This design comes from an exercise in tuning for small area, a short achievable clock period and few clock cycles per item on the open sky130 flow, not from production work. In this exercise RTL edits were held to simulation tests only and were not proved equivalent to the original. No activity file was given, so power comes from the tool's default toggle rates.

==> flow/design.v, too long to show whole: its modules and the start of the top module <==
// module HW3_FPMUL_754SP: 2503 lines
// module fpm_fa: 6 lines
// module fpm_ha: 6 lines
module HW3_FPMUL_754SP(Clk, Rst, St, FPmplier, FPmcand, Done, Ovf, Unf, FPproduct);
  // ...
==> flow/flow/run.sh <==
#!/bin/bash
set -euo pipefail
export BUFFER_PORTS_ARGS="-buffer_cell sky130_fd_sc_hd__buf_1"
bash standard.sh > standard.log 2>&1
==> flow/standard.sh <==
#!/bin/bash
# synth_recipe.tcl (not shown) runs the flow's synth.tcl, then flattens the netlist and writes it again
# the make line also repeats each setting of config.mk as NAME=value (left out here)
make -C /OpenROAD-flow-scripts/flow DESIGN_CONFIG=/design/flow/config.mk WORK_HOME=/design/flow/orfs CLKGATE_MAP_FILE= SYNTH_SCRIPT=/design/flow/synth_recipe.tcl "${@:-finish}"
==> flow/config.mk <==
export PLATFORM = sky130hd
export DESIGN_NAME = HW3_FPMUL_754SP
export DESIGN_NICKNAME = HW3_FPMUL_754SP
export VERILOG_FILES = /design/flow/design.v
export SDC_FILE = /design/flow/constraint.sdc
export NUM_CORES = 4
export LEC_CHECK = 0
export CAP_MARGIN = 20
export CORE_MARGIN = 2
export CORE_UTILIZATION = 40
export SETUP_SLACK_MARGIN = 2.5
export SLEW_MARGIN = 20
export SYNTH_HIERARCHICAL = 1
export SYNTH_MINIMUM_KEEP_SIZE = 0
==> flow/constraint.sdc <==
create_clock -name core_clock -period 8.6 [get_ports {Clk}]
set_input_delay 1.7200 -clock core_clock [delete_from_list [all_inputs] [get_ports {Clk}]]
set_output_delay 1.7200 -clock core_clock [all_outputs]
set_load 0.01 [all_outputs]
==> impl_metrics.tcl, run 1 <==
set metrics [dict create \
    status "timing/DRC/antenna clean" \
    grt_use_met2_pct 39.13 \
    ys_ff_latch 82 \
    fp.dieH_um 204.0 \
    track_usage_pct 25.66 \
    cp.buffers_inverters 1 \
    yosys_warnings 7 \
    synth_top_family_by_area "adder cells" \
    synthFlopType "dfxtp_1" \
    largest_register_ff_count 35 \
    powerDensity_nw_per_um2 401.7 \
    path_class "input port to register" \
    final-hold-violation-count 0 \
    report.final.slew_viol_count 0 \
    core_area_um2 39640 \
    drive_above_1_share_pct 6.001 \
    fin_nets 2053 \
    path_cells "buf_1 > ha_1 > a22oi_1 > xnor2_1 > fa_1 > fa_1 > fa_1 > fa_1 > fa_1 > ha_1" \
    fin_tns_setup_ns 0 \
    cts_max_path_buffers 2 \
    intPower_w 0.003401 \
    cts_tree "done" \
    grt_pass1_wl_mm 80.94 \
    met2_length_mm 23.00 \
    ioPinCount 102 \
    grt_busiest_layer "met2" \
]
Testbench counts, summed over its fixed seeds: cycles 12,000, ops 12,000.
==> run 2: changes to the inputs <==
--- a/flow/config.mk
+++ b/flow/config.mk
@@ -10,3 +10,3 @@
 export CORE_UTILIZATION = 40
-export SETUP_SLACK_MARGIN = 2.5
+export SETUP_SLACK_MARGIN = 3.3
 export SLEW_MARGIN = 20
==> run 2 against run 1 <==
Still clean on timing, DRC and antenna. Fmax up 13%. Final cell count up 1.9%. Global-route usage grew 0.53 points. Flip-flop and latch count unchanged.
==> impl_metrics.tcl, run 2 <==
set metrics [dict create \
    status "timing/DRC/antenna clean" \
    report.final.slew_viol_count 0 \
    synth_top_cell_by_area "fa_1" \
    path_cells "clkbuf_4 > nand3b_1 > o21ai_4 > buf_12 > clkbuf_16 > a22oi_1 > xnor2_1 > fa_1 > fa_1 > fa_1 > fa_1 > fa_1 > ha_1" \
    max_cap_violations 0 \
    start_kind "input port" \
    viasPerCell 6.158 \
    period_needed_ns 5.259 \
    vias 13550 \
    synth_top_family_by_area "adder cells" \
    cts-root-buf "clkbuf_16" \
    synth.cell_area_um2 15990 \
    wl_per_cell_um 25.82 \
    dieWidth_um 204.0 \
    power_w 0.007090 \
    fin_nets 2094 \
    track_usage_pct 26.19 \
    path_delay_family "adder cells" \
    grt_max_degree 35 \
    clk_pin_slew_ns 0.08 \
    cts_max_path_buffers 2 \
    dp_hpwl_mm 38.28 \
    power_leakage_nw 6.834 \
    reg_top3 "ry x35, rx x34, re0 x9" \
    cts.htree.levels 3 \
    async_reset_ff_share_pct 0 \
    ys_seq_area_share_pct 10.26 \
    avgSynthCellArea_um2 9.830 \
    grt_pass1_vias 13780 \
    yosys_warnings 7 \
    start_util_pct 40.35 \
    cts_made_buffers 9 \
    critPathMaxFanout 7 \
    yosysMostFrequentCell "xnor2_1" \
    max_freq_mhz 190.1 \
    yosys-top-cells-area "fa_1 32%, xnor2_1 15%, a22oi_1 11%" \
    crit_slowest_cell "fa_1" \
    setup_violations 0 \
    yosys-top-cells-count "278 x xnor2_1, 258 x fa_1, 242 x a22oi_1" \
    fillers 3711 \
    grt_antenna_before_repair 1 \
    cp.arrival_ns 5.52 \
    rows 73 \
    vdd_drop_max_mv 0.2031 \
    hp-class "input port to register" \
    min-delay-start "Rst" \
    hold_depth 2 \
    most-common-layout-cells "263 x xnor2_1, 246 x fa_1, 236 x a22oi_1" \
    antenna_left 0 \
    slew_headroom_pct 22.38 \
    fp.dieH_um 204.0 \
    synth_fa_ha_area_share_pct 40.18 \
    place_congestion 0.8683 \
    final-hold-violation-count 0 \
    ioPinCount 102 \
    synth-edff-count 0 \
    drive_above_1_share_pct 13.32 \
    synth_cells 1627 \
    fin_tns_setup_ns 0 \
    crit_required_ns 8.86 \
    area_growth_pct 15.03 \
    cp.buffers_inverters 3 \
    powerDensity_nw_per_um2 385.4 \
    hold_end "Done" \
    ys_ff_latch 82 \
    port_buffers 101 \
    synthFlopType "dfxtp_1" \
    startpoint "FPmcand[9]" \
    synth_compound_area_share_pct 18.71 \
    synth_nets 2052 \
    firstDrtPassIters 6 \
    largest_register_ff_count 35 \
    wl_mm 56.81 \
    top_register "ry" \
    netlist-cell-type-count 70 \
    core_area_um2 39640 \
    synth_largest_type_area_fraction_pct 32.29 \
    drc_errors 0 \
    grt_pass1_wl_mm 83.12 \
    cp-end-kind "register" \
    clkSinkCount 82 \
    crit_top_cell "fa_1" \
    cts_tree "done" \
    cp_slowest_stage_delay_ns 0.54 \
    synth.area.mux_share_pct 2.089 \
    tightest_slew_ns 1.154 \
    period_share_pct 61.16 \
    drt-initial-drc-count 1598 \
    die-area_um2 41600 \
    synth_xor_area_share_pct 16.54 \
    grt_overflow 0 \
    layout_commonest_cell "xnor2_1" \
    yosys.area_share.simple_pct 7.166 \
    rsz0062_at_grt "yes" \
    path_class "input port to register" \
]
-- run 2: cell families after synthesis --
group,Yosys count
adder cells (fa/ha/maj),359
buffers and inverters,213
XOR/XNOR,302
flip-flops,82
multiplexers,30
AO/OA/AOI/OAI,422
AND/OR/NAND/NOR,219
-- run 2: cell type report --
class                           count  area (um^2)  share of cell area [%]
Multi-Input combinational cell   1333        14030                   76.27
Sequential cell                    82         1642                   8.923
Timing Repair Buffer              178         1321                   7.182
Tap cell                          525        656.9                   3.570
Inverter                           59        385.4                   2.095
Clock buffer                        9        225.2                   1.224
Clock inverter                      7        81.33                  0.4421
Timing Repair inverter              6        52.55                  0.2856
Antenna cell                        1        2.502                 0.01360
-- run 2: power breakdown --
group	internal, W	switching [W]
clock network	0.000207	0.000187
registers	0.000706	0.000197
logic	0.00262	0.00317
total	0.00354	0.00355
-- run 2: per-module statistics from Yosys, one instance, submodules excluded --
| module | flip-flops and latches | copies in the design | area, um^2 |
|---|---|---|---|
| HW3_FPMUL_754SP | 82 | 1 | 10490 |
| fpm_fa | 0 | 257 | 20.02 |
| fpm_ha | 0 | 29 | 12.51 |
-- run 2: worst max-delay path by stage --
stage / endpoint / depth (start not counted)
after floorplan: ry[11] / 11
after global placement: ry[11] / 12
after detailed placement: ry[11] / 12
after CTS: FPproduct[0] / 10
after global routing: ry[9] / 12
final: ry[17] / 13
-- run 2: through the flow --
stage               utilization, %  std cells  hold WS (ns)  instance area, um^2  setup slack (ns)
global route                 46.40       2199         1.493                18400             3.249
global placement             42.29       2139         1.872                16760             2.273
CTS                          44.25       2161         1.482                17540             3.291
finish                       46.41       2200         1.504                18400             3.341
floorplan                        -       1627         1.792                16100             3.301
detailed placement           42.29       2139         1.876                16760             2.175
-- run 2: repair_timing --
item | in CTS | in global routing
resized for setup | 89 | 134
gates cloned | 1 | 16
endpoints found under the hold margin | 0 | 0
setup buffers | 5 | 22
setup endpoints to repair | 80 | 65
hold buffers | 0 | 0
pin swaps | 2 | 44
-- run 2: metal layers --
metal  vias to the layer above  track usage (%)  routed length (um)
li1                       5788                -                   -
met1                      6696            35.58               22460
met2                       886            41.16               24980
met3                       177            4.847                6374
met4                         0            10.77                2992
met5                         -                0                   0
==> run 3: changes to the inputs <==
--- a/flow/config.mk
+++ b/flow/config.mk
@@ -10,3 +10,3 @@
 export CORE_UTILIZATION = 40
-export SETUP_SLACK_MARGIN = 3.3
+export SETUP_SLACK_MARGIN = 3
 export SLEW_MARGIN = 20
==> run 3 against run 2 <==
Area after synthesis is the same. Highest routed layer is now met5. Non-clock buffer count down 36. Count of clock-buffer cells in the layout did not move. Final cell count is 2.0% lower. Critical path depth is 4 lower. Combinational power decreased by 3.8%. Critical path type unchanged. Flip-flop and latch count stayed put. Largest power group unchanged. Still clean. Setup slack worse by 0.30 ns.
==> impl_metrics.tcl, run 3 <==
set metrics [dict create \
    status "timing/DRC/antenna clean" \
    grt_pass1_wl_mm 80.45 \
    wl_mm 52.04 \
    antenna_left 0 \
    cp.arrival_ns 5.80 \
    drc_errors 0 \
    grt_pass1_vias 13230 \
    dieWidth_um 204.0 \
    cts-root-buf "clkbuf_16" \
    viasPerCell 6.032 \
    clkSinkCount 82 \
    cp.buffers_inverters 1 \
    rows 73 \
    place_congestion 0.8886 \
    power_leakage_nw 6.311 \
    cts_made_buffers 9 \
    crit_slowest_cell "clkdlybuf4s15_1" \
    ioPinCount 102 \
    cts.htree.levels 3 \
    crit_top_cell "fa_1" \
    netlist-cell-type-count 70 \
    fp.dieH_um 204.0 \
    top_register "ry" \
    powerDensity_nw_per_um2 399.6 \
    yosys-top-cells-area "fa_1 32%, xnor2_1 15%, a22oi_1 11%" \
    startpoint "FPmplier[21]" \
    wl_per_cell_um 24.13 \
    cts_tree "done" \
    most-common-layout-cells "277 x xnor2_1, 258 x fa_1, 242 x a22oi_1" \
    async_reset_ff_share_pct 0 \
    area_growth_pct 7.651 \
    multi_input_area_um2 13640 \
    hp-class "input port to register" \
    period_share_pct 64.66 \
    grt_antenna_before_repair 2 \
    vias 13010 \
    synth-edff-count 0 \
    regArea_um2 1642 \
    clk_pin_slew_ns 0.06 \
    synth_cells 1627 \
    power_w 0.006880 \
    fin_tns_setup_ns 0 \
    track_usage_pct 25.52 \
    core_area_um2 39640 \
    cp_slowest_stage_delay_ns 0.82 \
    synth_largest_type_area_fraction_pct 32.29 \
    post_cts_hold_buffer_count 0 \
    cp-end-kind "register" \
    max_cap_violations 0 \
    holdWs_ns 1.509 \
    ys_seq_area_share_pct 10.26 \
    slew_headroom_pct 30.35 \
    rsz0062_at_grt "yes" \
    grt_max_degree 48 \
    grt_overflow 0 \
    tightest_slew_ns 1.035 \
    reg_top3 "ry x35, rx x34, re0 x9" \
    drt-initial-drc-count 1464 \
    firstDrtPassIters 6 \
    final_core_util_pct 43.43 \
    drive_above_1_share_pct 6.928 \
    yosysMostFrequentCell "xnor2_1" \
    largest_register_ff_count 35 \
    layout_commonest_cell "xnor2_1" \
    max_freq_mhz 179.8 \
    yosys-top-cells-count "278 x xnor2_1, 258 x fa_1, 242 x a22oi_1" \
    crit_required_ns 8.84 \
    setup_violations 0 \
    ys_ff_latch 82 \
    path_delay_family "adder cells" \
    post_cts_buffers 0 \
    synth.cell_area_um2 15990 \
    cts_max_path_buffers 2 \
    start_util_pct 40.35 \
    fillers 3868 \
    fin_nets 2051 \
    final-hold-violation-count 0 \
    dp_hpwl_mm 37.99 \
    path_class "input port to register" \
    vdd_drop_max_mv 0.2628 \
    synth_top_cell_by_area "fa_1" \
    yosys_warnings 7 \
    period_needed_ns 5.560 \
    report.final.slew_viol_count 0 \
    synthFlopType "dfxtp_1" \
    start_kind "input port" \
    path_cells "clkdlybuf4s15_1 > nand2_1 > o21ai_0 > fa_1 > fa_1 > fa_1 > fa_1 > fa_1 > ha_1" \
    critPathMaxFanout 15 \
    avgSynthCellArea_um2 9.830 \
    port_buffers 101 \
    min-delay-start "Rst" \
    die-area_um2 41600 \
    synth_nets 2052 \
]
-- run 3: metrics by stage --
step           instances  worst slack (ns)  instance area (um^2)
3_5_place_dp        2139             2.208                 16750
3_3_place_gp        2139             2.293                 16750
5_1_grt             2156             2.945                 17220
4_1_cts             2155             2.953                 17120
6_report            2157             3.040                 17220
2_1_floorplan       1627             3.007                 16000
-- run 3: power breakdown --
| part | total [W] | switching [W] | internal [W] |
|---|---|---|---|
| combinational | 0.00557 | 0.00307 | 0.00250 |
| clock | 0.000405 | 0.000175 | 0.000230 |
| sequential | 0.000905 | 0.000199 | 0.000706 |
| total | 0.00688 | 0.00344 | 0.00344 |
-- run 3: area by class of cell --
class	count	area share, %
diodes	1	0.01453
clock buffers	9	1.308
clock inverters	7	0.5014
inverters	59	1.526
multi-input cells	1332	79.19
flip-flops and latches	82	9.534
well taps	525	3.815
repair buffers	142	4.106
-- run 3: worst paths after layout --
kind,endpoint,depth (start not counted),slack [ns]
max,ry[10],9,3.04
min,Done,2,1.51
-- run 3: kinds of logic after synthesis --
kind of cell | share of synthesized area, %
AND/OR/NAND/NOR | 7.166
adder cells (fa/ha/maj) | 40.18
flip-flops | 10.26
XOR/XNOR | 16.54
buffers and inverters | 5.054
AO/OA/AOI/OAI | 18.71
multiplexers | 2.089
-- run 3: metal layers --
| metal | up-vias | wire, um | GRT usage (%) |
|---|---|---|---|
| li1 | 5692 | - | - |
| met1 | 6455 | 22230 | 35.61 |
| met2 | 738 | 22800 | 39.67 |
| met3 | 125 | 5236 | 4.927 |
| met4 | 2 | 1766 | 8.696 |
| met5 | - | 13 | 0 |
-- run 3: repair_timing --
| action | CTS | global route |
|---|---|---|
| gates resized for setup | 19 | 25 |
| gates cloned | 0 | 0 |
| endpoints found under the setup margin | 54 | 37 |
-- run 3: modules after synthesis, one instance, submodules excluded --
module           cells inside  flip-flops and latches  copies in the design
HW3_FPMUL_754SP          1341                      82                     1
fpm_fa                      1                       0                   257
fpm_ha                      1                       0                    29
==> run 4: changes to the inputs <==
--- a/flow/config.mk
+++ b/flow/config.mk
@@ -9,3 +9,4 @@
 export CORE_MARGIN = 2
-export CORE_UTILIZATION = 40
+export CORE_UTILIZATION = 60
+export PLACE_DENSITY = 0.72
 export SETUP_SLACK_MARGIN = 3
==> run 4 against run 3 <==
Clock power up 2%. Final cell count decreased by 9.1%. Combinational power down 3%. Count of clock-buffer cells in the layout did not move. Global-route usage grew 11 points. Area after synthesis unchanged. Critical path type unchanged. Fmax grew 0.23%. Non-clock buffer count decreased by 5.
==> impl_metrics.tcl, run 4 <==
set metrics [dict create \
    synth-edff-count 0 \
    largest_register_ff_count 35 \
    setup_violations 0 \
    start_util_pct 61.20 \
    antenna_left 0 \
    dp.cells 1945 \
    report.final.slew_viol_count 0 \
    path_class "input port to register" \
    power_leakage_nw 6.285 \
    cp-end-kind "register" \
    drt-initial-drc-count 1582 \
    post_cts_hold_buffer_count 0 \
    period_needed_ns 5.548 \
    dieWidth_um 167.3 \
    cts.htree.levels 3 \
    clkSinkCount 82 \
    vias 13430 \
    synth_top_cell_by_area "fa_1" \
    ioPinCount 102 \
    period_share_pct 64.51 \
    most-common-layout-cells "278 x xnor2_1, 258 x fa_1, 242 x a22oi_1" \
    final-hold-violation-count 0 \
    synthFlopType "dfxtp_1" \
    rows 59 \
    hp-class "input port to register" \
    wl_mm 50.25 \
    grt_overflow 0 \
    viasPerCell 6.850 \
    fin_nets 2046 \
    max_freq_mhz 180.3 \
    track_usage_pct 36.54 \
    wl_per_cell_um 25.62 \
    avgSynthCellArea_um2 9.830 \
    drive_above_1_share_pct 6.704 \
    critPathMaxFanout 24 \
    area_growth_pct 6.094 \
    firstDrtPassIters 17 \
    fin_tns_setup_ns 0 \
    netlist-cell-type-count 70 \
    ys_seq_area_share_pct 10.26 \
    drc_errors 0 \
    crit_required_ns 8.84 \
    synth.cell_area_um2 15990 \
    place_congestion 0.9324 \
    rsz0062_at_grt "yes" \
    cts-root-buf "clkbuf_16" \
    yosys-top-cells-area "fa_1 32%, xnor2_1 15%, a22oi_1 11%" \
    yosys-top-cells-count "278 x xnor2_1, 258 x fa_1, 242 x a22oi_1" \
    die-area_um2 27980 \
    post_cts_buffers 0 \
    tightest_slew_ns 0.9670 \
    port_buffers 101 \
    hold_depth 2 \
    reg_top3 "ry x35, rx x34, re0 x9" \
    fillers 2185 \
    diodes 0 \
    top_register "ry" \
    layout_commonest_cell "xnor2_1" \
    grt_pass1_vias 13930 \
    max_cap_violations 0 \
    cts_resized 19 \
    yosysMostFrequentCell "xnor2_1" \
    grt_max_degree 29 \
    dp_hpwl_mm 35.54 \
    clk_pin_slew_ns 0.07 \
    synth_largest_type_area_fraction_pct 32.29 \
    start_kind "input port" \
    fp.dieH_um 167.3 \
    cts_tree "done" \
    yosys_warnings 7 \
    grt_pass1_wl_mm 78.76 \
    async_reset_ff_share_pct 0 \
    cp.arrival_ns 5.78 \
    cts_max_path_buffers 2 \
    vdd_drop_max_mv 0.2664 \
    fin_cells 1961 \
    cts_made_buffers 9 \
    synth_nets 2052 \
    slew_headroom_pct 35.53 \
    status "timing/DRC/antenna clean" \
    synth_cells 1627 \
    grt_antenna_before_repair 1 \
    core_area_um2 26130 \
    powerDensity_nw_per_um2 397.4 \
    ys_ff_latch 82 \
]
run 4: where the power goes:
group,switching (W),internal [W]
combinational,0.00294,0.00247
clock,0.000206,0.000208
sequential,0.000210,0.000706
total,0.00336,0.00339
run 4: path summary, 6_finish.rpt:
check / start / slack, ns / to
max: FPmcand[19] / 3.05 / ry[14]
min: Rst / 1.51 / Done
run 4: metrics by stage:
| step | instance area [um^2] | utilization (%) | hold slack (ns) | power (W) | worst slack [ns] |
|---|---|---|---|---|---|
| 3_5_place_dp | 16480 | 63.08 | 1.879 | 0.006238 | 2.386 |
| 6_report | 16970 | 64.93 | 1.511 | 0.006744 | 3.052 |
| 2_1_floorplan | 16000 | - | 1.792 | 0.004600 | 3.007 |
| 3_3_place_gp | 16480 | 63.08 | 1.872 | 0.005929 | 2.436 |
| 4_1_cts | 16830 | 64.42 | 1.505 | 0.006679 | 3.018 |
| 5_1_grt | 16970 | 64.93 | 1.539 | 0.007533 | 2.945 |
run 4: critical path, cell delays in order:
cell,delay (ns)
buf_1,0.21
ha_1,0.26
nand2b_2,0.28
inv_4,0.42
xnor2_1,0.22
fa_1,0.49
fa_1,0.49
fa_1,0.41
fa_1,0.54
fa_1,0.42
ha_1,0.29
run 4: per-module statistics from Yosys, one instance, submodules excluded:
module / copies in the design / flops+latches
HW3_FPMUL_754SP: 1 / 82
fpm_ha: 29 / 0
fpm_fa: 257 / 0
run 4: cells by family after synthesis:
kind of cell,count (synthesis),synth area share (%)
adder cells (fa/ha/maj),359,40.18
multiplexers,30,2.089
buffers and inverters,213,5.054
flip-flops,82,10.26
AO/OA/AOI/OAI,422,18.71
XOR/XNOR,302,16.54
AND/OR/NAND/NOR,219,7.166
run 4: metal layers:
metal | vias to the layer above | global-route usage [%] | wire length [um]
met5 | - | 0 | 12
met4 | 2 | 17.39 | 2458
met3 | 185 | 9.549 | 6421
met2 | 958 | 55.80 | 21880
met1 | 6618 | 48.84 | 19470
li1 | 5670 | - | -
run 4: area by class of cell:
class	instances	area [um^2]	area share, %
multi-input combinational	1332	13660	80.48
sequential	82	1642	9.674
timing repair buffer	137	669.4	3.945
tap	335	419.2	2.470
inverter	59	280.3	1.652
clock buffer	9	225.2	1.327
clock inverter	7	76.32	0.4498

[re-timing with driven ports]
In the flow no input, the clock included, has a driving cell. The finished layouts below were timed again as built, in two steps.
Step 1 assumes that a clkbuf_16 drives the clock port and a buf_2 every other input.
Step 2 moves the port delays by t, midway between the first and last clock arrival at a register: inputs arrive t later, outputs are due t later. That takes back most of the time a late clock gives input paths.
a / b / c = no drivers / after step 1 / after step 2; a / b = the first two.
| run | t, ns | slack for setup (ns) | worst setup path after step 2 | clock arrival spread, ns |
|---|---|---|---|---|
| run 1 | 0.406 | 2.643 / 2.665 / 2.259 | input to register | 0.013 / 0.013 |
| run 2 | 0.409 | 3.341 / 3.366 / 2.957 | input to register | 0.011 / 0.011 |
| run 3 | 0.407 | 3.040 / 3.056 / 2.649 | input to register | 0.017 / 0.018 |
| run 4 | 0.401 | 3.052 / 3.069 / 2.668 | input to register | 0.017 / 0.016 |
After both steps every run listed still meets setup and hold. The setup slack of run 3, which loses most, moves by +0.016 ns with the drivers and by -0.391 ns with both steps.
